This design comes from an exercise in tuning for small area on the open sky130 flow, not from production work.
RTL that was checked went through simulation tests only; none was proved equivalent to the original.
For run 4, only the layout was checked, not whether the RTL still works.
Power and IR drop assume default switching activity.

==> flow/design.v <==
module D_FF 
(
d,  
clk, 
q);
parameter WIDTH = 1;
input clk;
input [WIDTH-1:0] d;
output [WIDTH-1:0] q;
reg [WIDTH-1:0] q;
always @ (posedge clk) 
q <= d;
endmodule
module rca(a, b, ci, s, co);
   parameter W = 8;
   input [W-1:0] a, b;
   input ci;
   output [W-1:0] s;
   output co;
   wire [W:0] c;
   assign c[0] = ci;
   genvar i;
   generate for (i = 0; i < W; i = i + 1) begin : bit_
      assign s[i] = a[i] ^ b[i] ^ c[i];
      assign c[i+1] = (a[i] & b[i]) | (c[i] & (a[i] ^ b[i]));
   end endgenerate
   assign co = c[W];
endmodule
module inc(a, ci, s);
   parameter W = 8;
   input [W-1:0] a;
   input ci;
   output [W-1:0] s;
   wire [W:0] c;
   assign c[0] = ci;
   genvar i;
   generate for (i = 0; i < W; i = i + 1) begin : bit_
      assign s[i] = a[i] ^ c[i];
      assign c[i+1] = a[i] & c[i];
   end endgenerate
endmodule
module DIV_N(clk, reset, out);
   input clk;
   input reset;
   output out;
   parameter n = 17;
   reg [16:0] q;
   wire low_zero = ~|q[15:0];
   assign out = q[16] & low_zero;
   always @(posedge clk)
      if (reset) q <= 17'd0;
      else q <= {q[15:0], q[16] ^ q[13] ^ low_zero};
endmodule
module button_press_unit(clk, reset, in, out);
   input clk;
   input reset;
   input in;
   output out;
   reg ff1, ff2;
   always @(posedge clk) begin
      ff1 <= in;
      ff2 <= ff1;
   end
   wire en;
   DIV_N #(17) div_inst(.clk(clk), .reset(reset), .out(en));
   reg [1:0] state;
   reg [2:0] timer;
   wire timer_done = &timer;
   wire timer_clr = ~state[0];
   wire [2:0] timer1;
   inc #(3) u_tinc(.a(timer), .ci(1'b1), .s(timer1));
   always @(posedge clk) begin
      if (reset | timer_clr) timer <= 3'd0;
      else if (en) timer <= timer1;
      if (reset) state <= 2'b00;
      else case (state)
         2'b00: if (~ff2) state <= 2'b01;
         2'b01: if (timer_done) state <= 2'b10;
         2'b10: if (ff2) state <= 2'b11;
         2'b11: if (timer_done) state <= 2'b00;
      endcase
   end
   wire debounced = state[0] | state[1];
   reg last;
   always @(posedge clk) last <= debounced;
   assign out = debounced & ~last;
endmodule
module mcu(clk, reset, play_button, next, play, song, reset_play, song_done);
   input clk, reset;
   input song_done, play_button, next;
   output reg play, reset_play;
   output reg [1:0] song;
   reg waiting;
   always @(posedge clk) begin
      if (reset) begin
         waiting <= 1'b0;
         play <= 1'b0;
         song <= 2'd0;
         reset_play <= 1'b1;
      end else if (~waiting) begin
         waiting <= 1'b1;
         reset_play <= 1'b0;
      end else if (song_done) begin
         waiting <= 1'b0;
         play <= 1'b0;
         reset_play <= 1'b1;
      end else if (next) begin
         waiting <= 1'b0;
         play <= 1'b1;
         reset_play <= 1'b1;
         song <= {song[1] ^ song[0], ~song[0]};
      end else if (~play_button) begin
         waiting <= 1'b0;
         play <= 1'b1;
         reset_play <= 1'b0;
      end
   end
endmodule
module song_rom(dout, addr);
  output [11:0] dout;
  input [6:0] addr;
  assign dout =
    (addr[6] ?
      (addr[5] ?
        12'h0 :
        (addr[4] ?
          (addr[3] ?
            (addr[2] ?
              (addr[1] ?
                (addr[0] ?
                  12'h1a :
                  12'hbd0) :
                (addr[0] ?
                  12'hb86 :
                  12'h1c)) :
              (addr[1] ?
                (addr[0] ?
                  12'hb0e :
                  12'hac6) :
                (addr[0] ?
                  12'h3c :
                  12'hb28))) :
            (addr[2] ?
              (addr[1] ?
                (addr[0] ?
                  12'ha88 :
                  12'hb08) :
                (addr[0] ?
                  12'hbc8 :
                  12'hc48)) :
              (addr[1] ?
                (addr[0] ?
                  12'hcb8 :
                  12'hcc6) :
                (addr[0] ?
                  12'ha :
                  12'hbc8)))) :
          (addr[3] ?
            (addr[2] ?
              (addr[1] ?
                (addr[0] ?
                  12'hb06 :
                  12'ha) :
                (addr[0] ?
                  12'hcc8 :
                  12'hd06)) :
              (addr[1] ?
                (addr[0] ?
                  12'ha :
                  12'hbc8) :
                (addr[0] ?
                  12'hb86 :
                  12'ha))) :
            (addr[2] ?
              (addr[1] ?
                (addr[0] ?
                  12'hb08 :
                  12'hac6) :
                (addr[0] ?
                  12'h22 :
                  12'hbc8)) :
              (addr[1] ?
                (addr[0] ?
                  12'hb86 :
                  12'h22) :
                (addr[0] ?
                  12'hb08 :
                  12'hac6)))))) :
      (addr[5] ?
        (addr[4] ?
          (addr[3] ?
            (addr[2] ?
              (addr[1] ?
                (addr[0] ?
                  12'ha89 :
                  12'h789) :
                (addr[0] ?
                  12'h949 :
                  12'h8c9)) :
              (addr[1] ?
                (addr[0] ?
                  12'h949 :
                  12'h992) :
                (addr[0] ?
                  12'h949 :
                  12'h789))) :
            (addr[2] ?
              (addr[1] ?
                (addr[0] ?
                  12'h952 :
                  12'h8c9) :
                (addr[0] ?
                  12'h789 :
                  12'h8d2)) :
              (addr[1] ?
                (addr[0] ?
                  12'h792 :
                  12'h952) :
                (addr[0] ?
                  12'h8c9 :
                  12'h949)))) :
          (addr[3] ?
            (addr[2] ?
              (addr[1] ?
                (addr[0] ?
                  12'h992 :
                  12'h792) :
                (addr[0] ?
                  12'h952 :
                  12'h792)) :
              (addr[1] ?
                (addr[0] ?
                  12'h8d2 :
                  12'h7a4) :
                (addr[0] ?
                  12'h952 :
                  12'h892))) :
            (addr[2] ?
              (addr[1] ?
                (addr[0] ?
                  12'h8d2 :
                  12'h952) :
                (addr[0] ?
                  12'h992 :
                  12'h8d2)) :
              (addr[1] ?
                (addr[0] ?
                  12'h952 :
                  12'h9b6) :
                (addr[0] ?
                  12'haa4 :
                  12'h8e4))))) :
        (addr[4] ?
          (addr[3] ?
            (addr[2] ?
              (addr[1] ?
                12'h0 :
                12'h940) :
              (addr[1] ?
                (addr[0] ?
                  12'h8c8 :
                  12'h5cc) :
                (addr[0] ?
                  12'h848 :
                  12'h54c))) :
            (addr[2] ?
              (addr[1] ?
                (addr[0] ?
                  12'h808 :
                  12'h50c) :
                (addr[0] ?
                  12'h788 :
                  12'h48c)) :
              (addr[1] ?
                (addr[0] ?
                  12'h708 :
                  12'h40c) :
                (addr[0] ?
                  12'h6c8 :
                  12'h3cc)))) :
          (addr[3] ?
            (addr[2] ?
              (addr[1] ?
                (addr[0] ?
                  12'h648 :
                  12'h34c) :
                (addr[0] ?
                  12'h2c8 :
                  12'hecc)) :
              (addr[1] ?
                (addr[0] ?
                  12'h248 :
                  12'he4c) :
                (addr[0] ?
                  12'h208 :
                  12'he0c))) :
            (addr[2] ?
              (addr[1] ?
                (addr[0] ?
                  12'h188 :
                  12'hd8c) :
                (addr[0] ?
                  12'h108 :
                  12'hd0c)) :
              (addr[1] ?
                (addr[0] ?
                  12'hc8 :
                  12'hccc) :
                (addr[0] ?
                  12'h48 :
                  12'hc4c)))))));
endmodule
module song_reader(clk, reset, play, song, song_done, note, duration, new_note, note_done);
   input clk, reset, play, note_done;
   input [1:0] song;
   output [5:0] note;
   output [5:0] duration;
   output song_done;
   output reg new_note;
   localparam RESET = 2'b00, NEW_NOTE = 2'b01, WAIT = 2'b11, NEXT_NOTE = 2'b10;
   reg [1:0] state;
   reg [4:0] sound_m1;       
   reg song_temp_done;
   reg ld_zero;              
   reg [1:0] song_d;         
   reg [6:0] rom_addr;       
   wire [4:0] sound_p1;
   inc #(5) u_sinc(.a(sound_m1), .ci(1'b1), .s(sound_p1));
   always @(posedge clk) begin
      ld_zero <= ~reset & (state == RESET);
      song_d <= song;
      if (ld_zero) rom_addr <= 7'd0;
      else if ((state == WAIT) & new_note) rom_addr <= {song_d, sound_m1};
      if (reset)
         state <= RESET;
      else case (state)
         RESET: begin
            new_note <= 1'b0;
            sound_m1 <= 5'd31;
            song_temp_done <= 1'b1;
            if (play) state <= NEW_NOTE;
         end
         NEW_NOTE: begin
            new_note <= 1'b1;
            sound_m1 <= sound_p1;
            song_temp_done <= (sound_m1 == 5'd30);
            state <= WAIT;
         end
         WAIT: begin
            new_note <= 1'b0;
            if (~play) state <= RESET;
            else if (note_done) state <= NEXT_NOTE;
         end
         NEXT_NOTE: begin
            new_note <= 1'b0;
            state <= NEW_NOTE;
         end
      endcase
   end
   wire [11:0] sig;
   song_rom new_rom(.dout(sig), .addr(rom_addr));
   assign note = sig[11:6];
   assign duration = sig[5:0];
   reg std_last;
   always @(posedge clk) std_last <= song_temp_done;
   assign song_done = song_temp_done & ~std_last;
endmodule
module frequency_rom(dout, addr);
  output [19:0] dout;
  input [5:0] addr;
  assign dout =
    (addr[5] ?
      (addr[4] ?
        (addr[3] ?
          (addr[2] ?
            (addr[1] ?
              (addr[0] ?
                20'h547ae :
                20'h4f87d) :
              (addr[0] ?
                20'h4b17e :
                20'h46d3a)) :
            (addr[1] ?
              (addr[0] ?
                20'h42e6b :
                20'h3f258) :
              (addr[0] ?
                20'h3b900 :
                20'h3851e))) :
          (addr[2] ?
            (addr[1] ?
              (addr[0] ?
                20'h3513c :
                20'h322d0) :
              (addr[0] ?
                20'h2f465 :
                20'h2cb6f)) :
            (addr[1] ?
              (addr[0] ?
                20'h2a3d7 :
                20'h27c3e) :
              (addr[0] ?
                20'h258bf :
                20'h2369d)))) :
        (addr[3] ?
          (addr[2] ?
            (addr[1] ?
              (addr[0] ?
                20'h21735 :
                20'h1f92c) :
              (addr[0] ?
                20'h1dc80 :
                20'h1c28f)) :
            (addr[1] ?
              (addr[0] ?
                20'h1a89e :
                20'h19168) :
              (addr[0] ?
                20'h17a32 :
                20'h165b7))) :
          (addr[2] ?
            (addr[1] ?
              (addr[0] ?
                20'h151eb :
                20'h13e1f) :
              (addr[0] ?
                20'h12c5f :
                20'h11b4e)) :
            (addr[1] ?
              (addr[0] ?
                20'h10b9a :
                20'hfc96) :
              (addr[0] ?
                20'hee40 :
                20'he147))))) :
      (addr[4] ?
        (addr[3] ?
          (addr[2] ?
            (addr[1] ?
              (addr[0] ?
                20'hd44f :
                20'hc8b4) :
              (addr[0] ?
                20'hbd19 :
                20'hb2db)) :
            (addr[1] ?
              (addr[0] ?
                20'ha8f5 :
                20'h9f0f) :
              (addr[0] ?
                20'h962f :
                20'h8da7))) :
          (addr[2] ?
            (addr[1] ?
              (addr[0] ?
                20'h85cd :
                20'h7e4b) :
              (addr[0] ?
                20'h7720 :
                20'h70a3)) :
            (addr[1] ?
              (addr[0] ?
                20'h6a27 :
                20'h645a) :
              (addr[0] ?
                20'h5e8c :
                20'h596d)))) :
        (addr[3] ?
          (addr[2] ?
            (addr[1] ?
              (addr[0] ?
                20'h547a :
                20'h4f87) :
              (addr[0] ?
                20'h4b17 :
                20'h46d3)) :
            (addr[1] ?
              (addr[0] ?
                20'h42e6 :
                20'h3f25) :
              (addr[0] ?
                20'h3b90 :
                20'h3851))) :
          (addr[2] ?
            (addr[1] ?
              (addr[0] ?
                20'h3513 :
                20'h322d) :
              (addr[0] ?
                20'h2f46 :
                20'h2cb6)) :
            (addr[1] ?
              (addr[0] ?
                20'h2a3d :
                20'h27c3) :
              (addr[0] ?
                20'h258b :
                20'h0))))));
endmodule
module sine_rom(seg, sel, coef);
  input [3:0] seg;
  input [1:0] sel;
  output [19:0] coef;
  wire [5:0] addr = {seg, sel};
  assign coef =
    (addr[5] ?
      (addr[4] ?
        (addr[3] ?
          (addr[2] ?
            (addr[1] ?
              (addr[0] ?
                20'hfb13c :
                20'h9cf8) :
              (addr[0] ?
                20'hfb240 :
                20'hfff7c)) :
            (addr[1] ?
              (addr[0] ?
                20'hec826 :
                20'h133e6) :
              (addr[0] ?
                20'hfb697 :
                20'hffe9b))) :
          (addr[2] ?
            (addr[1] ?
              (addr[0] ?
                20'hd4da6 :
                20'h1beec) :
              (addr[0] ?
                20'hfbdee :
                20'hffdaa)) :
            (addr[1] ?
              (addr[0] ?
                20'hb5045 :
                20'h238d4) :
              (addr[0] ?
                20'hfc7af :
                20'hffce3)))) :
        (addr[3] ?
          (addr[2] ?
            (addr[1] ?
              (addr[0] ?
                20'h8e39a :
                20'h29cce) :
              (addr[0] ?
                20'hfd3c7 :
                20'hffc1a)) :
            (addr[1] ?
              (addr[0] ?
                20'h61f7c :
                20'h2e707) :
              (addr[0] ?
                20'hfe1b0 :
                20'hffb69))) :
          (addr[2] ?
            (addr[1] ?
              (addr[0] ?
                20'h31f21 :
                20'h314c9) :
              (addr[0] ?
                20'hff082 :
                20'hffb13)) :
            (addr[1] ?
              (addr[0] ?
                20'hfffe0 :
                20'h32438) :
              (addr[0] ?
                20'hffff8 :
                20'hffae2))))) :
      (addr[4] ?
        (addr[3] ?
          (addr[2] ?
            (addr[1] ?
              (addr[0] ?
                20'hfb13c :
                20'h9cf8) :
              (addr[0] ?
                20'hfb240 :
                20'hfff7c)) :
            (addr[1] ?
              (addr[0] ?
                20'hec826 :
                20'h133e6) :
              (addr[0] ?
                20'hfb697 :
                20'hffe9b))) :
          (addr[2] ?
            (addr[1] ?
              (addr[0] ?
                20'hd4da6 :
                20'h1beec) :
              (addr[0] ?
                20'hfbdee :
                20'hffdaa)) :
            (addr[1] ?
              (addr[0] ?
                20'hb5045 :
                20'h238d4) :
              (addr[0] ?
                20'hfc7af :
                20'hffce3)))) :
        (addr[3] ?
          (addr[2] ?
            (addr[1] ?
              (addr[0] ?
                20'h8e39a :
                20'h29cce) :
              (addr[0] ?
                20'hfd3c7 :
                20'hffc1a)) :
            (addr[1] ?
              (addr[0] ?
                20'h61f7c :
                20'h2e707) :
              (addr[0] ?
                20'hfe1b0 :
                20'hffb69))) :
          (addr[2] ?
            (addr[1] ?
              (addr[0] ?
                20'h31f21 :
                20'h314c9) :
              (addr[0] ?
                20'hff082 :
                20'hffb13)) :
            (addr[1] ?
              (addr[0] ?
                20'h11 :
                20'h32438) :
              (addr[0] ?
                20'hffff8 :
                20'hffae2))))));
endmodule
module sine_reader(clk, reset, rst_phase, step_size, gen, sample);
   input clk, reset, rst_phase, gen;
   input [19:0] step_size;
   output [15:0] sample;
   reg rst_d, gen_d, carry;
   reg [21:0] acc_phase;
   wire [10:0] lo_next;
   wire [10:0] hi_sum;
   wire lo_co;
   rca #(11) u_lo(.a(rst_d ? 11'd0 : acc_phase[10:0]), .b(gen ? step_size[10:0] : 11'd0),
                  .ci(1'b0), .s(lo_next), .co(lo_co));
   rca #(11) u_hi(.a(acc_phase[21:11]), .b(gen_d ? {2'b00, step_size[19:11]} : 11'd0),
                  .ci(gen_d & carry), .s(hi_sum), .co());
   always @(posedge clk) begin
      rst_d <= rst_phase;
      gen_d <= gen;
      carry <= lo_co;
      acc_phase <= {rst_d ? 11'd0 : hi_sum, lo_next};
   end
   wire h = acc_phase[20];
   wire [10:0] n_next;
   inc #(11) u_ninc(.a({1'b0, acc_phase[19:10] ^ {10{h}}}), .ci(h), .s(n_next));
   reg sgn;
   reg [10:0] n;
   always @(posedge clk)
      if (reset) begin
         sgn <= 1'b0;
         n <= 11'd0;
      end else if (gen) begin
         sgn <= acc_phase[21] & ~rst_d;
         n <= n_next;
      end
   wire [3:0] seg = n[10:7];
   wire [7:0] xs = {n[6:0], 1'b0};
   reg [1:0] stage;
   reg [2:0] sub;
   reg [18:0] acc;
   reg [18:0] p;
   wire done = (stage == 2'd3) & (sub == 3'd1);
   wire load = (sub == 3'd0) & (stage != 2'd3);
   wire [19:0] coef;
   sine_rom coef_rom(.seg(seg), .sel(stage), .coef(coef));
   wire [19:0] opb = (sub == 3'd0) ? coef : (xs[sub] ? {acc[18], acc} : 20'd0);
   wire [19:0] sum;
   rca #(20) u_add(.a({p[18], p}), .b(opb), .ci(1'b0), .s(sum), .co());
   wire [4:0] cnt1;
   inc #(5) u_cinc(.a({stage, sub}), .ci(1'b1), .s(cnt1));
   always @(posedge clk)
      if (reset | gen) begin
         stage <= 2'd0;
         sub <= 3'd0;
         p <= 19'd0;
      end else if (~done) begin
         {stage, sub} <= cnt1;
         if (load) begin
            acc <= sum[18:0];
            p <= 19'd0;
         end else
            p <= sum[19:1];
      end
   assign sample = {sgn, p[18:4] ^ {15{sgn}}};
endmodule
module note_player(clk, reset, play_enable, note_to_load, duration_to_load,
                   done_with_note, load_new_note, beat, gen, step_size);
   input clk;
   input reset;
   input play_enable;
   input [5:0] note_to_load;
   input [5:0] duration_to_load;
   input load_new_note;
   output reg done_with_note;
   input beat;
   input gen;
   output [19:0] step_size;
   reg playing;
   reg timer_done;
   reg [5:0] note;
   reg [5:0] note_d;
   reg [5:0] count_number;
   wire [5:0] count_p;
   inc #(6) u_cinc(.a(count_number), .ci(beat), .s(count_p));
   always @(posedge clk) begin
      if (~gen) note_d <= note;    
      if (reset) begin
         playing <= 1'b0;
         note <= 6'd0;
         done_with_note <= 1'b0;
      end else if (playing & timer_done) begin
         playing <= 1'b0;
         note <= note_to_load;
         done_with_note <= 1'b1;
      end else if (~play_enable) begin
         playing <= 1'b0;
         note <= 6'd0;
         done_with_note <= 1'b0;
      end else if (~load_new_note) begin
         playing <= 1'b1;
         done_with_note <= 1'b0;
      end else begin
         playing <= 1'b0;
         note <= note_to_load;
         done_with_note <= 1'b0;
      end
      if (~playing) begin
         count_number <= 6'd0;
         timer_done <= 1'b0;
      end else if (count_number == duration_to_load) begin
         count_number <= 6'd0;
         timer_done <= 1'b1;
      end else begin
         count_number <= count_p;
         timer_done <= 1'b0;
      end
   end
   frequency_rom rom_inst(.dout(step_size), .addr(note_d));
endmodule
module beat_generator(clk, ci, co, clear);
   parameter CounterBits = 10;
   parameter N = 1000;
   input clk, ci;
   input clear;
   output reg co;
   reg [9:0] count;
   wire last = (count == 10'h2b2);
   always @(posedge clk)
      if (clear) begin
         count <= 10'd0;
         co <= 1'b0;
      end else begin
         if (ci) count <= last ? 10'd0 : {count[8:0], ~(count[9] ^ count[6])};
         co <= ci & last;
      end
endmodule
module codec_conditioner(clk, reset, new_sample_in, generate_next_sample, New_Frame, valid_sample);
   input clk;
   input reset;
   input [15:0] new_sample_in;
   output generate_next_sample;
   input New_Frame;
   output [15:0] valid_sample;
   reg previous_new_frame;
   reg [15:0] current;
   always @(posedge clk) begin
      previous_new_frame <= reset ? 1'b0 : New_Frame;
      current <= reset ? 16'd0 : valid_sample;
   end
   assign generate_next_sample = New_Frame & ~previous_new_frame;
   assign valid_sample = generate_next_sample ? new_sample_in : current;
endmodule
module music_player(clk, reset, play_button, next, New_Frame, sample_out, play, song);
   input clk;
   input reset;
   input play_button;
   input next;
   input New_Frame;
   output [15:0] sample_out;
   output play;
   output [1:0] song;
   wire reset_play;
   wire song_done;
   mcu mcu(.clk(clk), .reset(reset), .play_button(play_button), .next(next),
      .play(play), .reset_play(reset_play), .song(song), .song_done(song_done));
   wire rst_play = reset | reset_play;
   wire [5:0] note_to_play;
   wire [5:0] duration_for_note;
   wire new_note;
   wire note_done;
   song_reader song_reader(.clk(clk), .reset(rst_play), .play(play), .song(song),
      .song_done(song_done), .note(note_to_play), .duration(duration_for_note),
      .new_note(new_note), .note_done(note_done));
   wire beat;
   wire gen;
   wire [19:0] step_size;
   note_player note_player(.clk(clk), .reset(rst_play), .play_enable(play),
      .note_to_load(note_to_play), .duration_to_load(duration_for_note),
      .load_new_note(new_note), .done_with_note(note_done), .beat(beat), .gen(gen),
      .step_size(step_size));
   wire [15:0] note_sample;
   sine_reader sine_reader(.clk(clk), .reset(reset), .rst_phase(rst_play),
      .step_size(step_size), .gen(gen), .sample(note_sample));
   beat_generator #(.N(1000), .CounterBits(10)) beat_generator(.clk(clk),
      .ci(gen), .co(beat), .clear(reset));
   codec_conditioner codec_conditioner(.clk(clk), .reset(reset),
      .new_sample_in(note_sample), .generate_next_sample(gen),
      .New_Frame(New_Frame), .valid_sample(sample_out));
endmodule
module music_player_top(
	 play_button,   
	 next_button,   
	 reset_n,       
	 clk,
	 New_Frame,
	 sample_out,
	 play_led,
	 song_led);
	input 	clk;
	input 	play_button;
	input 	next_button;
	input    reset_n;
	input  New_Frame;
	output [15:0] sample_out;
	wire reset = ~reset_n;
	output [1:0] song_led;
	output play_led;
	wire next;
	button_press_unit next_button_press_unit(
	   .clk(clk),
	   .reset(reset),
	   .in(next_button),
	   .out(next));
	wire play;
	wire[1:0]song;
	music_player music_player_inst(
      .clk(clk),
      .reset(reset),
      .play_button(play_button),
      .next(next), 
      .New_Frame(New_Frame), 
      .sample_out(sample_out),
  	   .play(play),
		.song(song));
  assign	play_led=~play;
  assign song_led=~song;  
   endmodule
==> flow/flow/run.sh <==
#!/bin/bash
# Own layout flow: the standard flow (standard.sh) with three changes:
#  - synthesis maps with an area-oriented ABC script (flow/abc_area.script);
#  - port buffers are the smallest buffer (buf_1) instead of the default pick;
#  - CTS inserts no dummy loads.
# Registers, floorplan, power grid, tap cells, repair and routing are the
# standard flow's.  Each tool's output goes to the ORFS logs under orfs/logs;
# make's own output goes to flow_make.log here.
set -euo pipefail
S=$PWD/scripts_area
rm -rf "$S"
cp -r "$FLOW_HOME/scripts" "$S"
cp flow/abc_area.script "$S/abc_area.script"
bash standard.sh SCRIPTS_DIR="$S" \
  BUFFER_PORTS_ARGS="-buffer_cell sky130_fd_sc_hd__buf_1" \
  CTS_ARGS="-sink_clustering_enable -repair_clock_nets -dont_use_dummy_load -buf_list sky130_fd_sc_hd__clkbuf_8" \
  finish > flow_make.log 2>&1
==> flow/flow/abc_area.script <==
strash
&get -n
&deepsyn -T 60
&put
amap
topo
==> flow/standard.sh <==
#!/bin/bash
# synth_recipe.tcl (not shown) runs the flow's synth.tcl, then flattens the netlist and writes it again
# the make line also repeats each setting of config.mk as NAME=value (left out here)
make -C /OpenROAD-flow-scripts/flow DESIGN_CONFIG=/design/flow/config.mk WORK_HOME=/design/flow/orfs CLKGATE_MAP_FILE= SYNTH_SCRIPT=/design/flow/synth_recipe.tcl "${@:-finish}"
==> flow/config.mk <==
export PLATFORM = sky130hd
export DESIGN_NAME = music_player_top
export DESIGN_NICKNAME = music_player_top
export VERILOG_FILES = /design/flow/design.v
export SDC_FILE = /design/flow/constraint.sdc
export NUM_CORES = 8
export LEC_CHECK = 0
export ABC_AREA = 1
export CAP_MARGIN = 20
export CORE_MARGIN = 2
export CORE_UTILIZATION = 40
export CTS_BUF_LIST = sky130_fd_sc_hd__clkbuf_8
export GPL_TIMING_DRIVEN = 0
export SLEW_MARGIN = 20
==> flow/constraint.sdc <==
create_clock -name core_clock -period 10.0 [get_ports {clk}]
set_input_delay 2.0000 -clock core_clock [delete_from_list [all_inputs] [get_ports {clk}]]
set_output_delay 2.0000 -clock core_clock [all_outputs]
set_load 0.01 [all_outputs]
==> results.toml, run 1 <==
[placement]
place_worst_setup_slack_ns = -0.171
placedCellCount = 1565
dpl.hpwl_mm = 20.6
place.gp.congestion = 0.952
port_buffers = 23

[layout]
final_cell_count_no_fill = 1590
final_common_cell = "nor2_1"
drive_gt1_share_pct = 4.13
final_cell_mix = "nor2_1 (207), clkinv_1 (180), dfxtp_1 (143), o21ai_0 (83), nand2_1 (78)"
nNetsFinal = 1363
syn_to_final_growth_pct = 8.96
num_antenna_cells = 0

[detailed_routing]
vias = 9168
routed_wl_mm = 28.0
drtPass1Iterations = 6
wl_per_cell_um = 17.6
drc = 0
antenna_left = 0
dr.first_iter.drc_count = 1022
avgViaCountPerCell = 5.77

[worst_setup_path]
rr_startpoint = "music_player_inst.sine_reader.n[7]"
critPathArrivalTime_ns = 9.79
endpoint_kind = "flip-flop"
reg2regPathDepth = 32
slowest_stage = "dfxtp_1"
path_class = "flip-flop to flip-flop"
required_ns = 10.32
endpoint = "music_player_inst.sine_reader.p[18]"
slowest_delay_ns = 0.47
timing.rr.end = "music_player_inst.sine_reader.p[18]"
path_common_cell = "fa_1"
critPathLaunchType = "flip-flop"
crit_start = "music_player_inst.sine_reader.n[7]"
cp_max_fo = 8
reg2reg_setup_slack_ns = 0.53

[floorplan]
ios = 24
initial_utilization_pct = 40.5
die_area_mm2 = 0.0266
rows = 58
die_y_um = 163
core-area_mm2 = 0.0250
die_w_um = 163

[sta]
min_period_ns = 9.47
hold_violations = 0
tns_ns = 0
rsz0062_at_grt = "false"
fmax_ghz = 0.106
worst_pin_slew_ns = 1.08
setup_viol = 0
slew_headroom_pct = 27.6
finalMaxSlewViolations = 0
timing.final.ws_setup_ns = 0.530
fin_skew_ns = 0.0428
post-route-period-util_pct = 94.7

[synth]
synth_edf_count = 32
synth_area_leaders = "dfxtp_1 (29%), edfxtp_1 (9.5%), nor2_1 (7.8%)"
post_synth.cell_area_avg_um2 = 8.38
synth_nets = 1309
syn_area_mm2 = 0.0101
async_flop_share_pct = 0
synth_top_area_share_pct = 29.1
synth_seq_cells = 179
yosys_warnings = 8
synthFlopType = "dfxtp_1"
yosysSeqAreaShare_pct = 38.5
synthDistinctLibCells = 52
synth_cells = 1208
synth_top_area_cell = "dfxtp_1"

[min_path]
hold_path.class = "flip-flop to flip-flop"
hp-start = "next_button_press_unit.ff1"

[clocking]
clk_latency_ns = 0.46
cts_hold_buf = 0
clockBufferDepth = 2
cts_root_buf = "clkbuf_8"
htree_levels = 4
cts_tree = "yes"
clock_sinks = 179
cts.clk_slew.worst_paths_ns = 0.09
cts_buffers = 17

[power]
p_total_mw = 1.79
peakVddDrop_mv = 0.0910
p_leak_nw = 4.02
power_density_mw_per_mm2 = 163

[global_route]
grt_overflow_total = 0
grt_pass1_wl_mm = 45.8
gr-usage-all-layers_pct = 21.5
grt_pass1_vias = 8773
grt_max_degree = 42
antenna_found_initial = 0

[run]
max-cap-violations = 0

[status]
outcome = "complete, no violations"
==> cells in the mapped netlist (all sizes together), types with 3 or more instances <==
cell type / instances
nand4: 7
o2111a: 3
a32o: 6
and3: 4
a22oi: 7
ha: 60
a211oi: 12
dfxtp: 147
a221o: 4
a221oi: 15
o21a: 9
edfxtp: 32
nor2b: 43
or4: 4
a311oi: 3
o32ai: 8
o221ai: 5
o21ai: 85
a21oi: 64
o211ai: 6
nor2: 210
o2111ai: 4
xnor2: 3
or3: 5
clkinv: 188
a22o: 7
o32a: 4
nand3: 14
nor3: 22
fa: 36
a31oi: 14
o22ai: 50
a2111oi: 3
o41ai: 4
or2: 5
a222oi: 10
nand2: 78
nor4: 7
o221a: 3
==> worst max-delay path: cells and delay by family, from the launching register on <==
| kind | cells | cell delay [ns] |
|---|---|---|
| adders and majority gates | 19 | 7.20 |
| AOI/OAI and AO/OA | 7 | 0.76 |
| and+or+nand+nor | 4 | 0.63 |
| DFF | 1 | 0.47 |
| buffers and inverters | 2 | 0.30 |
==> registers in the layout (all words and copies together), names as in the netlist, 2 cells and up <==
signal and count:
music_player_inst.note_player.count_number 6, music_player_inst.beat_generator.count 10, music_player_inst.song_reader.song_d 2, next_button_press_unit.div_inst.q 17, next_button_press_unit.state 2, music_player_inst.sine_reader.n 11
music_player_inst.mcu.song 2, music_player_inst.song_reader.sound_m1 5, music_player_inst.song_reader.rom_addr 7, music_player_inst.sine_reader.p 19, music_player_inst.song_reader.state 2, music_player_inst.sine_reader.acc_phase 22
music_player_inst.sine_reader.stage 2, music_player_inst.sine_reader.sub 3, music_player_inst.note_player.note 6, music_player_inst.codec_conditioner.current 16, music_player_inst.note_player.note_d 6, next_button_press_unit.timer 3
music_player_inst.sine_reader.acc 19
==> kinds of logic after synthesis <==
| logic type | share of synthesized area, % |
|---|---|
| and+or+nand+nor | 17.3 |
| xor gates and xnor gates | 0.259 |
| DFF | 38.5 |
| buffers and inverters | 6.97 |
| AOI/OAI and AO/OA | 22.4 |
| adders and majority gates | 14.5 |
==> how the worst min path moves through the flow <==
| stage | cells after the start | slack [ns] | endpoint |
|---|---|---|---|
| global placement | 0 | 0.31 | next_button_press_unit.ff2 |
| detailed placement | 0 | 0.32 | next_button_press_unit.ff2 |
| global route | 0 | 0.35 | next_button_press_unit.ff2 |
| CTS | 0 | 0.34 | next_button_press_unit.ff2 |
| floorplan | 0 | 0.31 | next_button_press_unit.ff2 |
| finish | 0 | 0.34 | next_button_press_unit.ff2 |
==> power breakdown <==
group / switching [mW] / internal, mW
Clock: 0.225 / 0.151
Sequential: 0.0522 / 0.842
Combinational: 0.328 / 0.196
Total: 0.606 / 1.19
==> metal layers <==
metal / part of all wire [%] / vias to the layer above / global-route usage [%] / routed length [µm]
li1: - / 4401 / - / -
met1: 46 / 4229 / 30.1 / 13000
met2: 42 / 442 / 31.9 / 11700
met3: 7.7 / 96 / 4.72 / 2150
met4: 4.1 / 0 / 9.13 / 1150
met5: 0 / - / 0 / 0
==> final cells by class <==
cell class | count | area, µm²
Clock buffer | 17 | 234
Fill cell | 2481 | 14000
Sequential cell | 179 | 3910
Multi-Input combinational cell | 841 | 5560
Timing Repair Buffer | 35 | 196
Inverter | 188 | 719
Tap cell | 330 | 413
==> per-stage QoR <==
stage / area [µm²] / util (%) / hold slack [ns]
4_1_cts: 10900 / 43.7 / 0.339
3_3_place_gp: 10600 / 42.4 / 0.313
2_1_floorplan: 10100 / - / 0.310
6_report: 11000 / 44.1 / 0.335
3_5_place_dp: 10700 / 42.7 / 0.317
5_1_grt: 11000 / 44.1 / 0.352
==> what timing repair did <==
action                                  in CTS  in global routing
gates resized for setup                      7                 16
buffers inserted                             0                  8
cloned                                       0                  0
endpoints found under the setup margin       3                  5
==> run 2: changes to the inputs <==
==> flow/flow/abc_area.script (replaced) <==
strash
&get -n
&deepsyn -J 100
&put
amap
topo
--- a/flow/config.mk
+++ b/flow/config.mk
@@ -9,5 +9,5 @@
 export CAP_MARGIN = 20
 export CORE_MARGIN = 2
-export CORE_UTILIZATION = 40
+export CORE_UTILIZATION = 60
 export CTS_BUF_LIST = sky130_fd_sc_hd__clkbuf_8
 export GPL_TIMING_DRIVEN = 0
==> results.toml, run 2 <==
[synth]
synth_edf_count = 32
yosysSeqAreaShare_pct = 38.5
yosysMostFrequentCell = "nor2_1"
synth_nets = 1309
synth_top_area_share_pct = 29.1
yosys_warnings = 8
synthDistinctLibCells = 52
synth_top_area_cell = "dfxtp_1"
syn_area_mm2 = 0.0101
post_synth.cell_area_avg_um2 = 8.38
synthFlopType = "dfxtp_1"
async_flop_share_pct = 0
synth_cells = 1208
synth_area_leaders = "dfxtp_1 (29%), edfxtp_1 (9.5%), nor2_1 (7.8%)"
yosys-top-cells-count = "nor2_1 (210), clkinv_1 (188), dfxtp_1 (147), o21ai_0 (85), nand2_1 (78)"
synth_seq_cells = 179

[detailed_routing]
drc = 0
routed_wl_mm = 27.1
drtPass1Iterations = 8
dr.first_iter.drc_count = 1333
avgViaCountPerCell = 6.30
wl_per_cell_um = 18.3
antenna_left = 0
vias = 9305

[worst_setup_path]
cp_max_fo = 7
reg2regPathDepth = 30
critPathArrivalTime_ns = 9.83
slowest_stage = "nor2_1"
slowest_delay_ns = 0.49
required_ns = 10.30
endpoint_kind = "flip-flop"
critPathLaunchType = "flip-flop"
path_class = "flip-flop to flip-flop"

[sta]
finalMaxSlewViolations = 0
slew_headroom_pct = 33.7
fmax_ghz = 0.105
fin_skew_ns = 0.0334
hold_violations = 0
post-route-period-util_pct = 95.3
setup_viol = 0
worst_pin_slew_ns = 0.990
min_period_ns = 9.53
rsz0062_at_grt = "false"

[global_route]
grt_overflow_total = 0
gr-usage-all-layers_pct = 30.5
grt_max_degree = 33
grt_pass1_wl_mm = 44.0
grt_pass1_vias = 8714
antenna_found_initial = 0

[floorplan]
initial_utilization_pct = 61.3
ios = 24
rows = 47
core-area_mm2 = 0.0165
die_w_um = 134
die_area_mm2 = 0.0179
die_y_um = 134

[status]
outcome = "complete, no violations"

[clocking]
clk_latency_ns = 0.48
clockBufferDepth = 2
cts_buffers = 17
cts_tree = "yes"
clock_sinks = 179
htree_levels = 4
cts.clk_slew.worst_paths_ns = 0.10
cts_root_buf = "clkbuf_8"

[layout]
num_antenna_cells = 0
final_common_cell = "nor2_1"
nFillCells = 1337
nNetsFinal = 1360
final_cell_mix = "nor2_1 (206), clkinv_1 (181), dfxtp_1 (143), o21ai_0 (85), nand2_1 (78)"
largest_reg_flops = 22
final_cell_count_no_fill = 1477
syn_to_final_growth_pct = 7.58
drive_gt1_share_pct = 4.22
top_regs = "music_player_inst.sine_reader.acc_phase x22, music_player_inst.sine_reader.acc x19, music_player_inst.sine_reader.p x19"
regMostFlops = "music_player_inst.sine_reader.acc_phase"

[placement]
placedCellCount = 1455
port_buffers = 23
dpl.hpwl_mm = 19.9
place.gp.congestion = 1.06

[power]
p_leak_nw = 4.02
peakVddDrop_mv = 0.146
p_total_mw = 1.81
power_density_mw_per_mm2 = 166

[min_path]
hold_path_depth = 0
hold_path.class = "flip-flop to flip-flop"

[run]
max-cap-violations = 0
==> run 2: cell counts after synthesis <==
No cell type changed its count.
==> run 2: worst paths after layout <==
kind	to	startpoint	slack, ns
worst min-delay path	music_player_inst.song_reader.song_d[1]	music_player_inst.mcu.song[1]	0.34
worst max-delay path	music_player_inst.sine_reader.p[18]	music_player_inst.sine_reader.n[8]	0.47
worst max register to register	music_player_inst.sine_reader.p[18]	music_player_inst.sine_reader.n[8]	0.47
worst min register to register	music_player_inst.song_reader.song_d[1]	music_player_inst.mcu.song[1]	0.34
==> run 2: cell families (layout without fill, tap and decap cells) <==
logic type	count (synthesis)	count (layout)	share of synthesized area, %
buffers and inverters	188	237	6.97
and+or+nand+nor	401	401	17.3
AOI/OAI and AO/OA	341	341	22.4
xor gates and xnor gates	3	3	0.259
DFF	179	179	38.5
adders and majority gates	96	96	14.5
==> run 2: power by group <==
part / internal, mW / switching (mW)
Sequential: 0.843 / 0.0519
Clock: 0.150 / 0.217
Combinational: 0.205 / 0.339
==> run 2: per-layer routing <==
layer  wire (µm)  global-route usage, %
met5           0                      0
met2       11700                   44.8
met3        2530                   7.11
met4         977                   12.6
met1       11900                   43.6
==> run 2: worst max-delay path, delay by kind of cell (launching register included) <==
kind | cells | cell delay (ns)
buffers and inverters | 3 | 0.63
AO/OA/AOI/OAI | 7 | 1.13
flip-flops | 1 | 0.48
AND/OR/NAND/NOR | 4 | 0.95
adder cells (fa/ha/maj) | 16 | 6.18
==> run 2: per-stage QoR <==
stage / hold WS (ns) / setup WS, ns / cell area [µm²] / utilization [%] / setup TNS (ns)
3_5_place_dp: 0.323 / -0.300 / 10600 / 64.0 / -0.635
6_report: 0.336 / 0.469 / 10900 / 65.9 / 0
2_1_floorplan: 0.310 / 0.657 / 10100 / - / 0
5_1_grt: 0.333 / 0.0111 / 10900 / 65.9 / 0
4_1_cts: 0.336 / 0.0285 / 10800 / 65.6 / 0
3_3_place_gp: 0.314 / -0.225 / 10500 / 63.5 / -0.468
==> run 2: area by class of cell <==
type	count	area, µm²	share of cell area [%]
Clock buffer	17	234	2.15
Inverter	188	714	6.56
Multi-Input combinational cell	841	5580	51.2
Sequential cell	179	3910	35.9
Tap cell	220	275	2.53
Timing Repair Buffer	32	186	1.71
==> run 2: timing repair <==
action                     CTS  global route
hold buffers                 0             0
setup buffers                2             3
pin swaps                    0             1
resized for setup           12            14
setup endpoints to repair    5             5
==> run 3: changes to the inputs <==
--- a/flow/config.mk
+++ b/flow/config.mk
@@ -9,5 +9,5 @@
 export CAP_MARGIN = 20
 export CORE_MARGIN = 2
-export CORE_UTILIZATION = 60
+export CORE_UTILIZATION = 40
 export CTS_BUF_LIST = sky130_fd_sc_hd__clkbuf_8
 export GPL_TIMING_DRIVEN = 0
==> results.toml, run 3 <==
[placement]
placedCellCount = 1565
port_buffers = 23
dpl.hpwl_mm = 20.6
place.gp.congestion = 0.952

[clocking]
cts_root_buf = "clkbuf_8"
clk_latency_ns = 0.46
cts_tree = "yes"
clockBufferDepth = 2
htree_levels = 4
cts.clk_slew.worst_paths_ns = 0.09
clock_sinks = 179
cts_hold_buf = 0
cts_buffers = 17

[synth]
synth_cells = 1208
post_synth.cell_area_avg_um2 = 8.38
yosysMostFrequentCell = "nor2_1"
synthDistinctLibCells = 52
synthFlopType = "dfxtp_1"
yosysSeqAreaShare_pct = 38.5
synth_nets = 1309
yosys-top-cells-count = "nor2_1 (210), clkinv_1 (188), dfxtp_1 (147), o21ai_0 (85), nand2_1 (78)"
synth_edf_count = 32
async_flop_share_pct = 0
synth_top_area_share_pct = 29.1
synth_area_leaders = "dfxtp_1 (29%), edfxtp_1 (9.5%), nor2_1 (7.8%)"
synth_top_area_cell = "dfxtp_1"
yosys_warnings = 8
syn_area_mm2 = 0.0101
synth_seq_cells = 179

[sta]
fmax_ghz = 0.106
rsz0062_at_grt = "false"
post-route-period-util_pct = 94.7
fin_skew_ns = 0.0428
slew_headroom_pct = 27.6
finalMaxSlewViolations = 0
worst_pin_slew_ns = 1.08
hold_violations = 0
setup_viol = 0
min_period_ns = 9.47

[floorplan]
core-area_mm2 = 0.0250
initial_utilization_pct = 40.5
rows = 58
die_y_um = 163
ios = 24
die_w_um = 163
die_area_mm2 = 0.0266

[detailed_routing]
vias = 9168
routed_wl_mm = 28.0
dr.first_iter.drc_count = 1022
avgViaCountPerCell = 5.77
drtPass1Iterations = 6
wl_per_cell_um = 17.6
antenna_left = 0
drc = 0

[worst_setup_path]
endpoint_kind = "flip-flop"
slowest_stage = "dfxtp_1"
reg2reg_setup_slack_ns = 0.53
path_common_cell = "fa_1"
required_ns = 10.32
cp_max_fo = 8
critPathArrivalTime_ns = 9.79
critPathLaunchType = "flip-flop"
slowest_delay_ns = 0.47
path_class = "flip-flop to flip-flop"

[layout]
final_cell_mix = "nor2_1 (207), clkinv_1 (180), dfxtp_1 (143), o21ai_0 (83), nand2_1 (78)"
top_regs = "music_player_inst.sine_reader.acc_phase x22, music_player_inst.sine_reader.acc x19, music_player_inst.sine_reader.p x19"
num_antenna_cells = 0
largest_reg_flops = 22
nNetsFinal = 1363
final_cell_count_no_fill = 1590
syn_to_final_growth_pct = 8.96
regMostFlops = "music_player_inst.sine_reader.acc_phase"
drive_gt1_share_pct = 4.13
final_common_cell = "nor2_1"

[global_route]
grt_overflow_total = 0
grt_pass1_wl_mm = 45.8
grt_max_degree = 42
gr-usage-all-layers_pct = 21.5
grt_pass1_vias = 8773
antenna_found_initial = 0

[run]
max-cap-violations = 0

[power]
power_density_mw_per_mm2 = 163
p_leak_nw = 4.02
p_total_mw = 1.79
peakVddDrop_mv = 0.0910

[status]
outcome = "complete, no violations"

[min_path]
hold_path.class = "flip-flop to flip-flop"
-- run 3: kinds of logic (layout without fill, tap and decap cells) --
kind of cell,count (synthesis),count (layout),share of synthesized area (%)
compound gates,341,341,22.4
xor+xnor,3,3,0.259
fa+ha+maj,96,96,14.5
buf+inv,188,240,6.97
flops,179,179,38.5
simple gates,401,401,17.3
-- run 3: area by class of cell --
cell class,count,area [µm²]
clock buffers,17,234
fillers,2481,14000
inverters,188,719
multi-input cells,841,5560
flip-flops and latches,179,3910
well taps,330,413
repair buffers,35,196
-- run 3: where the power goes --
group          internal, mW  switching (mW)
Combinational         0.196           0.328
Clock                 0.151           0.225
Sequential            0.842          0.0522
Total                  1.19           0.606
-- run 3: through the flow --
step / setup WS, ns / hold WS [ns] / util (%) / instance area, µm² / TNS (ns)
6_report: 0.530 / 0.335 / 44.1 / 11000 / 0
5_1_grt: 0.0435 / 0.352 / 44.1 / 11000 / 0
4_1_cts: 0.0307 / 0.339 / 43.7 / 10900 / 0
3_5_place_dp: -0.171 / 0.317 / 42.7 / 10700 / -0.336
3_3_place_gp: -0.292 / 0.313 / 42.4 / 10600 / -0.735
2_1_floorplan: 0.657 / 0.310 / - / 10100 / 0
-- run 3: path summary, 6_finish.rpt --
path                                       from                                  end  depth (start not counted)
max          music_player_inst.sine_reader.n[7]  music_player_inst.sine_reader.p[18]                         32
min reg2reg          next_button_press_unit.ff1           next_button_press_unit.ff2                          0
min                  next_button_press_unit.ff1           next_button_press_unit.ff2                          0
max reg2reg  music_player_inst.sine_reader.n[7]  music_player_inst.sine_reader.p[18]                         32
-- run 3: routing by layer --
layer | wire length [µm] | part of all wire [%] | global-route usage, % | up-vias
met5 | 0 | 0 | 0 | -
met4 | 1150 | 4.1 | 9.13 | 0
met3 | 2150 | 7.7 | 4.72 | 96
met2 | 11700 | 42 | 31.9 | 442
met1 | 13000 | 46 | 30.1 | 4229
li1 | - | - | - | 4401
-- run 3: worst max-delay path, delay by kind of cell, from the launching register on --
| family | cells | cell delay (ns) |
|---|---|---|
| adder cells (fa/ha/maj) | 19 | 7.20 |
| buffers and inverters | 2 | 0.30 |
| flip-flops | 1 | 0.47 |
| AND/OR/NAND/NOR | 4 | 0.63 |
| AO/OA/AOI/OAI | 7 | 0.76 |
-- run 3: timing repair --
action,CTS,global route
buffers inserted,0,8
setup endpoints to repair,3,5
resized for setup,7,16
==> run 4: changes to the inputs <==
--- a/flow/design.v
+++ b/flow/design.v
@@ -45,10 +45,12 @@
    output out;
    parameter n = 17;
-   reg [16:0] q;
-   wire low_zero = ~|q[15:0];
-   assign out = q[16] & low_zero;
+   localparam [16:0] ODD = 17'h0aaaa;
+   reg [16:0] p;
+   wire low_zero = (p[15:0] == ODD[15:0]);         
+   wire fb = p[16] ^ ~p[13] ^ low_zero;             
+   assign out = p[16] & low_zero;                   
    always @(posedge clk)
-      if (reset) q <= 17'd0;
-      else q <= {q[15:0], q[16] ^ q[13] ^ low_zero};
+      if (reset) p <= ODD;
+      else p <= {~p[15:0], fb};
 endmodule
 module button_press_unit(clk, reset, in, out);
==> results.toml, run 4 <==
[sta]
slew_headroom_pct = 38.3
setup_viol = 0
finalMaxSlewViolations = 0
holdWs_ns = 0.337
fmax_ghz = 0.104
worst_pin_slew_ns = 0.922
hold_violations = 0
post-route-period-util_pct = 95.8
fin_skew_ns = 0.0461
rsz0062_at_grt = "false"
min_period_ns = 9.58

[status]
outcome = "complete, no violations"

[layout]
regArea_mm2 = 0.00391
drive_gt1_share_pct = 5.48
syn_to_final_growth_pct = 10.0
top_regs = "music_player_inst.sine_reader.acc_phase x22, music_player_inst.sine_reader.acc x19, music_player_inst.sine_reader.p x19"
num_antenna_cells = 0
multi_input_comb_area_mm2 = 0.00553
final_cell_mix = "nor2_1 (187), clkinv_1 (176), dfxtp_1 (143), nand2_1 (90), o21ai_0 (82)"
nNetsFinal = 1343
regMostFlops = "music_player_inst.sine_reader.acc_phase"
largest_reg_flops = 22
nFillCells = 2569
final_common_cell = "nor2_1"

[synth]
synth_area_leaders = "dfxtp_1 (29%), edfxtp_1 (9.6%), ha_1 (7.5%)"
synthDistinctLibCells = 50
synth_seq_cells = 179
synth_edf_count = 32
synth_top_area_share_pct = 29.3
synth_nets = 1282
syn_area_mm2 = 0.0101
yosysMostFrequentCell = "nor2_1"
yosysSeqAreaShare_pct = 38.8
yosys_warnings = 8
yosys-top-cells-count = "nor2_1 (197), clkinv_1 (183), dfxtp_1 (147), nand2_1 (90), o21ai_0 (83)"
synthFlopType = "dfxtp_1"
post_synth.cell_area_avg_um2 = 8.51
synth_top_area_cell = "dfxtp_1"
async_flop_share_pct = 0
synth_cells = 1181

[worst_setup_path]
path_class = "flip-flop to flip-flop"
cp_max_fo = 8
path_buf_inv = 2
slowest_stage = "fa_1"
endpoint_kind = "flip-flop"
required_ns = 10.35
critPathArrivalTime_ns = 9.93
critPathLaunchType = "flip-flop"
reg2reg_setup_slack_ns = 0.42
slowest_delay_ns = 0.45
path_common_cell = "fa_1"
cp_top_family = "adder cells"

[global_route]
grt_pass1_wl_mm = 45.7
antenna_found_initial = 0
grt_overflow_total = 0
grt_pass1_vias = 8655
grt_max_degree = 33
gr-usage-all-layers_pct = 21.6

[detailed_routing]
wl_per_cell_um = 17.8
vias = 9095
avgViaCountPerCell = 5.79
dr.first_iter.drc_count = 943
drc = 0
drtPass1Iterations = 8
antenna_left = 0
routed_wl_mm = 27.9

[floorplan]
die_y_um = 163
initial_utilization_pct = 40.3
core-area_mm2 = 0.0250
die_area_mm2 = 0.0264
rows = 58
die_w_um = 163
ios = 24

[clocking]
clk_latency_ns = 0.49
cts_tree = "yes"
clockBufferDepth = 2
clock_sinks = 179
cts.clk_slew.worst_paths_ns = 0.09
cts_hold_buf = 0
cts_root_buf = "clkbuf_8"
cts_buffers = 17
htree_levels = 4

[placement]
port_buffers = 23
place.gp.congestion = 1.01
dpl.hpwl_mm = 20.5

[power]
p_leak_nw = 4.12
peakVddDrop_mv = 0.0978
power_density_mw_per_mm2 = 161
p_total_mw = 1.78

[run]
max-cap-violations = 0

[min_path]
hold_path.class = "flip-flop to flip-flop"
run 4: cell types whose count changed after synthesis, sizes merged, moves of 5 or more:
cell    before  now
a222oi      10   23
nand3       14   19
or4          4    9
a21oi       64   53
nor2       210  197
nand2       78   90
nor2b       43   26
a211oi      12    7
o221ai       5   12
clkinv     188  183
o22ai       50   40
run 4: kinds of logic after synthesis:
logic type      share of synthesized area (%)
simple gates                             17.2
flops                                    38.8
fa+ha+maj                                14.6
buf+inv                                  6.83
compound gates                           22.5
run 4: per-layer routing:
layer	track usage (%)	vias to the layer above	part of all wire [%]
li1	-	4362	-
met5	0	-	0
met2	31.1	401	42
met4	9.05	0	3.5
met3	4.53	79	7.2
met1	31.2	4253	47
run 4: power breakdown:
part / switching (mW) / internal (mW)
registers: 0.0558 / 0.839
clock network: 0.232 / 0.150
logic: 0.313 / 0.190
total: 0.601 / 1.18
run 4: layout make-up:
cell class / instances / area share, %
inverters: 183 / 6.30
repair buffers: 42 / 2.51
clock buffers: 17 / 2.11
flip-flops and latches: 179 / 35.4
well taps: 330 / 3.73
multi-input cells: 819 / 50.0
run 4: what timing repair did:
| action | CTS | global route |
|---|---|---|
| pin swaps | 1 | 3 |
| resized for setup | 14 | 16 |
| buffers inserted | 0 | 13 |
| setup endpoints to repair | 5 | 5 |
run 4: worst paths after layout:
check,startpoint,endpoint,cells after the start
max,music_player_inst.sine_reader.n[7],music_player_inst.sine_reader.p[18],29
max reg2reg,music_player_inst.sine_reader.n[7],music_player_inst.sine_reader.p[18],29
min reg2reg,next_button_press_unit.ff1,next_button_press_unit.ff2,0
min,next_button_press_unit.ff1,next_button_press_unit.ff2,0
run 4: stage by stage:
| stage | TNS (ns) | worst slack, ns | utilization [%] | cells | cell area [µm²] |
|---|---|---|---|---|---|
| after global placement | -1.58 | -0.465 | 42.3 | 1534 | 10600 |
| after CTS | 0 | 0.0107 | 43.6 | 1555 | 10900 |
| after floorplan | 0 | 0.435 | - | 1181 | 10100 |
| final | 0 | 0.424 | 44.3 | 1570 | 11100 |
| after detailed placement | -1.12 | -0.441 | 42.5 | 1538 | 10600 |
| after global routing | 0 | 0.00837 | 44.3 | 1570 | 11100 |
==> run 5: changes to the inputs <==
--- a/flow/design.v
+++ b/flow/design.v
@@ -371,5 +371,5 @@
   output [19:0] dout;
   input [5:0] addr;
-  assign dout =
+  wire [6:0] d =
     (addr[5] ?
       (addr[4] ?
@@ -378,62 +378,62 @@
             (addr[1] ?
               (addr[0] ?
-                20'h547ae :
-                20'h4f87d) :
+                7'h2 :
+                7'h1) :
               (addr[0] ?
-                20'h4b17e :
-                20'h46d3a)) :
+                7'h0 :
+                7'h1b)) :
             (addr[1] ?
               (addr[0] ?
-                20'h42e6b :
-                20'h3f258) :
+                7'h1a :
+                7'h19) :
               (addr[0] ?
-                20'h3b900 :
-                20'h3851e))) :
+                7'h18 :
+                7'h17))) :
           (addr[2] ?
             (addr[1] ?
               (addr[0] ?
-                20'h3513c :
-                20'h322d0) :
+                7'h16 :
+                7'h15) :
               (addr[0] ?
-                20'h2f465 :
-                20'h2cb6f)) :
+                7'h14 :
+                7'h13)) :
             (addr[1] ?
               (addr[0] ?
-                20'h2a3d7 :
-                20'h27c3e) :
+                7'h12 :
+                7'h11) :
               (addr[0] ?
-                20'h258bf :
-                20'h2369d)))) :
+                7'h10 :
+                7'h2b)))) :
         (addr[3] ?
           (addr[2] ?
             (addr[1] ?
               (addr[0] ?
-                20'h21735 :
-                20'h1f92c) :
+                7'h2a :
+                7'h29) :
               (addr[0] ?
-                20'h1dc80 :
-                20'h1c28f)) :
+                7'h28 :
+                7'h27)) :
             (addr[1] ?
               (addr[0] ?
-                20'h1a89e :
-                20'h19168) :
+                7'h26 :
+                7'h25) :
               (addr[0] ?
-                20'h17a32 :
-                20'h165b7))) :
+                7'h24 :
+                7'h23))) :
           (addr[2] ?
             (addr[1] ?
               (addr[0] ?
-                20'h151eb :
-                20'h13e1f) :
+                7'h22 :
+                7'h21) :
               (addr[0] ?
-                20'h12c5f :
-                20'h11b4e)) :
+                7'h20 :
+                7'h3b)) :
             (addr[1] ?
               (addr[0] ?
-                20'h10b9a :
-                20'hfc96) :
+                7'h3a :
+                7'h39) :
               (addr[0] ?
-                20'hee40 :
-                20'he147))))) :
+                7'h38 :
+                7'h37))))) :
       (addr[4] ?
         (addr[3] ?
@@ -441,62 +441,90 @@
             (addr[1] ?
               (addr[0] ?
-                20'hd44f :
-                20'hc8b4) :
+                7'h36 :
+                7'h35) :
               (addr[0] ?
-                20'hbd19 :
-                20'hb2db)) :
+                7'h34 :
+                7'h33)) :
             (addr[1] ?
               (addr[0] ?
-                20'ha8f5 :
-                20'h9f0f) :
+                7'h32 :
+                7'h31) :
               (addr[0] ?
-                20'h962f :
-                20'h8da7))) :
+                7'h30 :
+                7'h4b))) :
           (addr[2] ?
             (addr[1] ?
               (addr[0] ?
-                20'h85cd :
-                20'h7e4b) :
+                7'h4a :
+                7'h49) :
               (addr[0] ?
-                20'h7720 :
-                20'h70a3)) :
+                7'h48 :
+                7'h47)) :
             (addr[1] ?
               (addr[0] ?
-                20'h6a27 :
-                20'h645a) :
+                7'h46 :
+                7'h45) :
               (addr[0] ?
-                20'h5e8c :
-                20'h596d)))) :
+                7'h44 :
+                7'h43)))) :
         (addr[3] ?
           (addr[2] ?
             (addr[1] ?
               (addr[0] ?
-                20'h547a :
-                20'h4f87) :
+                7'h42 :
+                7'h41) :
               (addr[0] ?
-                20'h4b17 :
-                20'h46d3)) :
+                7'h40 :
+                7'h5b)) :
             (addr[1] ?
               (addr[0] ?
-                20'h42e6 :
-                20'h3f25) :
-              (addr[0] ?
-                20'h3b90 :
-                20'h3851))) :
+                7'h5a :
+                7'h59) :
+              (addr[0] ?
+                7'h58 :
+                7'h57))) :
           (addr[2] ?
             (addr[1] ?
               (addr[0] ?
-                20'h3513 :
-                20'h322d) :
-              (addr[0] ?
-                20'h2f46 :
-                20'h2cb6)) :
-            (addr[1] ?
-              (addr[0] ?
-                20'h2a3d :
-                20'h27c3) :
-              (addr[0] ?
-                20'h258b :
-                20'h0))))));
+                7'h56 :
+                7'h55) :
+              (addr[0] ?
+                7'h54 :
+                7'h53)) :
+            (addr[1] ?
+              (addr[0] ?
+                7'h52 :
+                7'h51) :
+              (addr[0] ?
+                7'h50 :
+                7'hf))))));
+  wire [3:0] r = d[3:0];
+  wire [19:0] l =
+    (r[3] ?
+      (r[2] ?
+        20'h0 :
+        (r[1] ?
+          (r[0] ?
+            20'h8da74 :
+            20'h85cd6) :
+          (r[0] ?
+            20'h7e4b0 :
+            20'h77200))) :
+      (r[2] ?
+        (r[1] ?
+          (r[0] ?
+            20'h70a3c :
+            20'h6a278) :
+          (r[0] ?
+            20'h645a0 :
+            20'h5e8ca)) :
+        (r[1] ?
+          (r[0] ?
+            20'h596de :
+            20'h547ae) :
+          (r[0] ?
+            20'h4f87d :
+            20'h4b17e))));
+  assign dout = l >> d[6:4];
 endmodule
 module sine_rom(seg, sel, coef);
--- a/flow/flow/run.sh
+++ b/flow/flow/run.sh
@@ -15,3 +15,4 @@
   BUFFER_PORTS_ARGS="-buffer_cell sky130_fd_sc_hd__buf_1" \
   CTS_ARGS="-sink_clustering_enable -repair_clock_nets -dont_use_dummy_load -buf_list sky130_fd_sc_hd__clkbuf_8" \
+  RECOVER_POWER=100 \
   finish > flow_make.log 2>&1
==> results.toml, run 5 <==
[status]
outcome = "complete, no violations"

[global_route]
grt_overflow_total = 0
antenna_found_initial = 0
gr-usage-all-layers_pct = 18.9
grt_max_degree = 35
grt_pass1_vias = 8153
grt_pass1_wl_mm = 40.4

[sta]
slew_headroom_pct = 9.45
min_period_ns = 9.49
hold_violations = 0
setup_viol = 0
timing.final.ws_setup_ns = 0.511
finalMaxSlewViolations = 0
fmax_ghz = 0.105
fin_skew_ns = 0.0461
rsz0062_at_grt = "false"
worst_pin_slew_ns = 1.35
holdWs_ns = 0.330
post-route-period-util_pct = 94.9

[layout]
nNetsFinal = 1291
largest_reg_flops = 22
regMostFlops = "music_player_inst.sine_reader.acc_phase"
final_cell_count_no_fill = 1509
top_regs = "music_player_inst.sine_reader.acc_phase x22, music_player_inst.sine_reader.acc x19, music_player_inst.sine_reader.p x19"
final_core_util_pct = 44.5
final_common_cell = "clkinv_1"
drive_gt1_share_pct = 5.23
final_cell_area_mm2 = 0.0108
syn_to_final_growth_pct = 9.43
num_antenna_cells = 0
final_cell_mix = "clkinv_1 (201), nor2_1 (148), dfxtp_1 (142), nand2_1 (77), o21ai_0 (70)"

[synth]
synthDistinctLibCells = 51
synth_cells = 1135
post_synth.cell_area_avg_um2 = 8.71
synth_top_area_share_pct = 29.8
synth_edf_count = 32
synth_nets = 1239
syn_area_mm2 = 0.00988
async_flop_share_pct = 0
synth_top_area_cell = "dfxtp_1"
synth_seq_cells = 179
yosysMostFrequentCell = "clkinv_1"
yosysSeqAreaShare_pct = 39.5
synthFlopType = "dfxtp_1"
yosys_warnings = 8
synth_area_leaders = "dfxtp_1 (30%), edfxtp_1 (9.7%), clkinv_1 (8.1%)"
yosys-top-cells-count = "clkinv_1 (214), nor2_1 (153), dfxtp_1 (147), nand2_1 (79), o21ai_0 (74)"

[floorplan]
rows = 57
die_area_mm2 = 0.0260
die_y_um = 161
core-area_mm2 = 0.0243
initial_utilization_pct = 40.6
die_w_um = 161
ios = 24

[power]
p_leak_nw = 3.96
peakVddDrop_mv = 0.102
power_density_mw_per_mm2 = 175

[clocking]
cts_root_buf = "clkbuf_8"
clock_sinks = 179
htree_levels = 4
cts_tree = "yes"
clk_latency_ns = 0.46
cts.clk_slew.worst_paths_ns = 0.08
clockBufferDepth = 2
cts_buffers = 17

[detailed_routing]
vias = 8431
wl_per_cell_um = 15.9
avgViaCountPerCell = 5.59
routed_wl_mm = 24.0
drtPass1Iterations = 6
dr.first_iter.drc_count = 1022
antenna_left = 0
drc = 0

[worst_setup_path]
required_ns = 10.32
path_common_cell = "fa_1"
critPathArrivalTime_ns = 9.81
endpoint_kind = "flip-flop"
slowest_delay_ns = 0.50
slowest_stage = "dfxtp_2"
critPathLaunchType = "flip-flop"
crit_start = "music_player_inst.sine_reader.stage[0]"
cp_max_fo = 11
path_buf_inv = 3
cp_top_family = "adder cells"
path_class = "flip-flop to flip-flop"
rr_startpoint = "music_player_inst.sine_reader.stage[0]"

[placement]
place_worst_setup_slack_ns = -1.05
place.gp.congestion = 1.01
placed_area_mm2 = 0.0104
port_buffers = 23
dpl.hpwl_mm = 17.7
placedCellCount = 1484

[min_path]
hold_path.class = "flip-flop to flip-flop"
hp-start = "next_button_press_unit.ff1"

[run]
max-cap-violations = 0
run 5: stage by stage:
| step | total power, mW | setup TNS [ns] |
|---|---|---|
| floorplan | 1.33 | 0 |
| global placement | 1.48 | -4.76 |
| detailed placement | 1.49 | -5.31 |
| CTS | 1.88 | 0 |
| global route | 2.03 | 0 |
| finish | 1.89 | 0 |
run 5: kinds of logic (layout without fill, tap and decap cells):
| logic type | after synthesis | after routing | synth area share [%] |
|---|---|---|---|
| buf+inv | 215 | 265 | 8.17 |
| flops | 179 | 179 | 39.5 |
| compound gates | 321 | 321 | 22.7 |
| xor+xnor | 2 | 2 | 0.177 |
| fa+ha+maj | 99 | 99 | 15.3 |
| simple gates | 319 | 319 | 14.1 |
run 5: area by class of cell:
| cell class | count | area, µm² |
|---|---|---|
| well taps | 324 | 405 |
| clock buffers | 17 | 234 |
| flip-flops and latches | 179 | 3920 |
| repair buffers | 33 | 161 |
| fillers | 2407 | 13500 |
| inverters | 214 | 833 |
| multi-input cells | 741 | 5260 |
| plain buffers | 1 | 3.75 |
run 5: routing by layer:
metal / vias up / track usage, % / wire length, µm / part of all wire (%)
li1: 4141 / - / - / -
met1: 3906 / 26.4 / 11500 / 48
met2: 327 / 29.8 / 10600 / 44
met3: 57 / 3.67 / 1480 / 6.1
met4: 0 / 5.52 / 518 / 2.2
met5: - / 0 / 0 / 0
run 5: path summary, 6_finish.rpt:
| path | end | slack, ns | cells after the start |
|---|---|---|---|
| max | music_player_inst.sine_reader.p[18] | 0.51 | 28 |
| min | next_button_press_unit.ff2 | 0.33 | 0 |
| max reg2reg | music_player_inst.sine_reader.p[18] | 0.51 | 28 |
| min reg2reg | next_button_press_unit.ff2 | 0.33 | 0 |
run 5: where the power goes:
group / internal, mW / switching, mW
sequential: 0.848 / 0.0542
clock: 0.151 / 0.220
combinational: 0.239 / 0.381
total: 1.24 / 0.655
run 5: what timing repair did:
item,in CTS,in global routing
resized for setup,19,28
buffers inserted,2,6
hold buffers,0,0
pin swaps,1,3
setup endpoints to repair,7,7
==> run 6: changes to the inputs <==
--- a/flow/flow/run.sh
+++ b/flow/flow/run.sh
@@ -15,4 +15,3 @@
   BUFFER_PORTS_ARGS="-buffer_cell sky130_fd_sc_hd__buf_1" \
   CTS_ARGS="-sink_clustering_enable -repair_clock_nets -dont_use_dummy_load -buf_list sky130_fd_sc_hd__clkbuf_8" \
-  RECOVER_POWER=100 \
   finish > flow_make.log 2>&1
==> results.toml, run 6 <==
[status]
outcome = "complete, no violations"

[clocking]
cts_hold_buf = 0
cts_root_buf = "clkbuf_8"
clk_latency_ns = 0.47
clockBufferDepth = 2
cts_tree = "yes"
htree_levels = 4
cts_buffers = 17
clock_sinks = 179
cts.clk_slew.worst_paths_ns = 0.08

[layout]
drive_gt1_share_pct = 5.65
syn_to_final_growth_pct = 9.60
top_regs = "music_player_inst.sine_reader.acc_phase x22, music_player_inst.sine_reader.acc x19, music_player_inst.sine_reader.p x19"
final_core_util_pct = 44.5
final_cell_mix = "clkinv_1 (201), nor2_1 (147), dfxtp_1 (142), nand2_1 (77), o21ai_0 (70)"
nFillCells = 2405
final_common_cell = "clkinv_1"
regMostFlops = "music_player_inst.sine_reader.acc_phase"
final_cell_area_mm2 = 0.0108
num_antenna_cells = 0
nNetsFinal = 1291
largest_reg_flops = 22

[synth]
synth_cells = 1135
synth_nets = 1239
synth_edf_count = 32
yosys-top-cells-count = "clkinv_1 (214), nor2_1 (153), dfxtp_1 (147), nand2_1 (79), o21ai_0 (74)"
synthDistinctLibCells = 51
synth_seq_cells = 179
synthFlopType = "dfxtp_1"
yosys_warnings = 8
async_flop_share_pct = 0
post_synth.cell_area_avg_um2 = 8.71
yosysMostFrequentCell = "clkinv_1"
synth_top_area_share_pct = 29.8
synth_top_area_cell = "dfxtp_1"
yosysSeqAreaShare_pct = 39.5
syn_area_mm2 = 0.00988
synth_area_leaders = "dfxtp_1 (30%), edfxtp_1 (9.7%), clkinv_1 (8.1%)"

[detailed_routing]
avgViaCountPerCell = 5.59
routed_wl_mm = 23.9
drc = 0
dr.first_iter.drc_count = 963
antenna_left = 0
vias = 8442
wl_per_cell_um = 15.9
drtPass1Iterations = 7

[global_route]
gr-usage-all-layers_pct = 18.9
grt_pass1_vias = 8153
grt_pass1_wl_mm = 40.4
grt_max_degree = 35
antenna_found_initial = 0
grt_overflow_total = 0

[sta]
timing.final.ws_setup_ns = 0.549
setup_viol = 0
finalMaxSlewViolations = 0
hold_violations = 0
slew_headroom_pct = 32.0
post-route-period-util_pct = 94.5
worst_pin_slew_ns = 1.01
fmax_ghz = 0.106
rsz0062_at_grt = "false"
min_period_ns = 9.45
fin_skew_ns = 0.0462
tns_ns = 0

[worst_setup_path]
critPathArrivalTime_ns = 9.77
path_class = "flip-flop to flip-flop"
endpoint_kind = "flip-flop"
slowest_delay_ns = 0.49
crit_cells = 28
slowest_stage = "dfxtp_2"
cp_max_fo = 11
reg2regPathDepth = 28
path_buf_inv = 3
path_common_cell = "fa_1"
critPathLaunchType = "flip-flop"
cp_top_family = "adder cells"
required_ns = 10.32

[floorplan]
ios = 24
initial_utilization_pct = 40.6
die_area_mm2 = 0.0260
core-area_mm2 = 0.0243
die_w_um = 161
die_y_um = 161
rows = 57

[placement]
place_worst_setup_slack_ns = -1.05
dpl.hpwl_mm = 17.7
port_buffers = 23
place.gp.congestion = 1.01
placed_area_mm2 = 0.0104

[power]
power_density_mw_per_mm2 = 175
peakVddDrop_mv = 0.102
p_total_mw = 1.89
p_leak_nw = 3.96

[min_path]
hold_path.class = "flip-flop to flip-flop"
hold_path_depth = 0

[run]
max-cap-violations = 0
-- run 6: cell count changes in the layout (fill, tap and decap cells not counted), sizes merged --
cell	change
buf	+2
clkbuf	-2
-- run 6: logic make-up (layout without fill, tap and decap cells) --
kind of cell / count (synthesis) / count (layout) / share of synthesized area (%)
AND/OR/NAND/NOR: 319 / 319 / 14.1
XOR/XNOR: 2 / 2 / 0.177
adder cells (fa/ha/maj): 99 / 99 / 15.3
buffers and inverters: 215 / 265 / 8.17
flip-flops: 179 / 179 / 39.5
AO/OA/AOI/OAI: 321 / 321 / 22.7
-- run 6: metal layers --
metal | track usage [%] | up-vias | share of wire, %
met2 | 29.8 | 343 | 43
met3 | 3.67 | 63 | 6.7
met5 | 0 | - | 0
li1 | - | 4135 | -
met1 | 26.4 | 3901 | 48
met4 | 5.52 | 0 | 2.5
-- run 6: stage by stage --
step                      hold slack [ns]  std cells
after floorplan                     0.310       1135
after global placement              0.312       1482
after detailed placement            0.315       1484
after CTS                           0.334       1503
after global routing                0.340       1509
final                               0.330       1509
-- run 6: timing repair --
item | in CTS | in global routing
pin swaps | 1 | 3
setup endpoints to repair | 7 | 7
endpoints found under the hold margin | 0 | 0
resized for setup | 19 | 28
buffers inserted | 2 | 6
-- run 6: area by class of cell --
type                    instances  area [µm²]  share of cell area, %
multi-input cells             741        5280                   48.7
repair buffers                 33         165                   1.52
flip-flops and latches        179        3920                   36.1
well taps                     324         405                   3.74
inverters                     214         833                   7.69
plain buffers                   1        3.75                 0.0347
clock buffers                  17         234                   2.16
-- run 6: worst paths after layout --
path | startpoint | slack, ns | end
setup / recovery | music_player_inst.sine_reader.stage[0] | 0.55 | music_player_inst.sine_reader.p[18]
hold reg to reg | next_button_press_unit.ff1 | 0.33 | next_button_press_unit.ff2
hold / removal | next_button_press_unit.ff1 | 0.33 | next_button_press_unit.ff2
setup reg to reg | music_player_inst.sine_reader.stage[0] | 0.55 | music_player_inst.sine_reader.p[18]
-- run 6: report_power, final --
part | leakage (nW) | switching [mW] | internal, mW
Combinational | 2.35 | 0.381 | 0.241
Sequential | 1.49 | 0.0542 | 0.848
Clock | 0.122 | 0.219 | 0.151
Total | 3.96 | 0.655 | 1.24
-- run 6: worst reg2reg max path, delay by kind of cell, from the launching register on --
kind,cells,cell delay [ns]
and+or+nand+nor,1,0.05
adders and majority gates,18,7.28
buffers and inverters,3,0.57
DFF,1,0.49
AOI/OAI and AO/OA,6,0.95

Check on run 6: ideal ports give 0.549 ns setup slack; a clkbuf_16 on the clock port and buf_2 on the inputs give 0.549 ns; moving port delays by the midpoint clock arrival (0.488 ns) as well gives 0.549 ns.
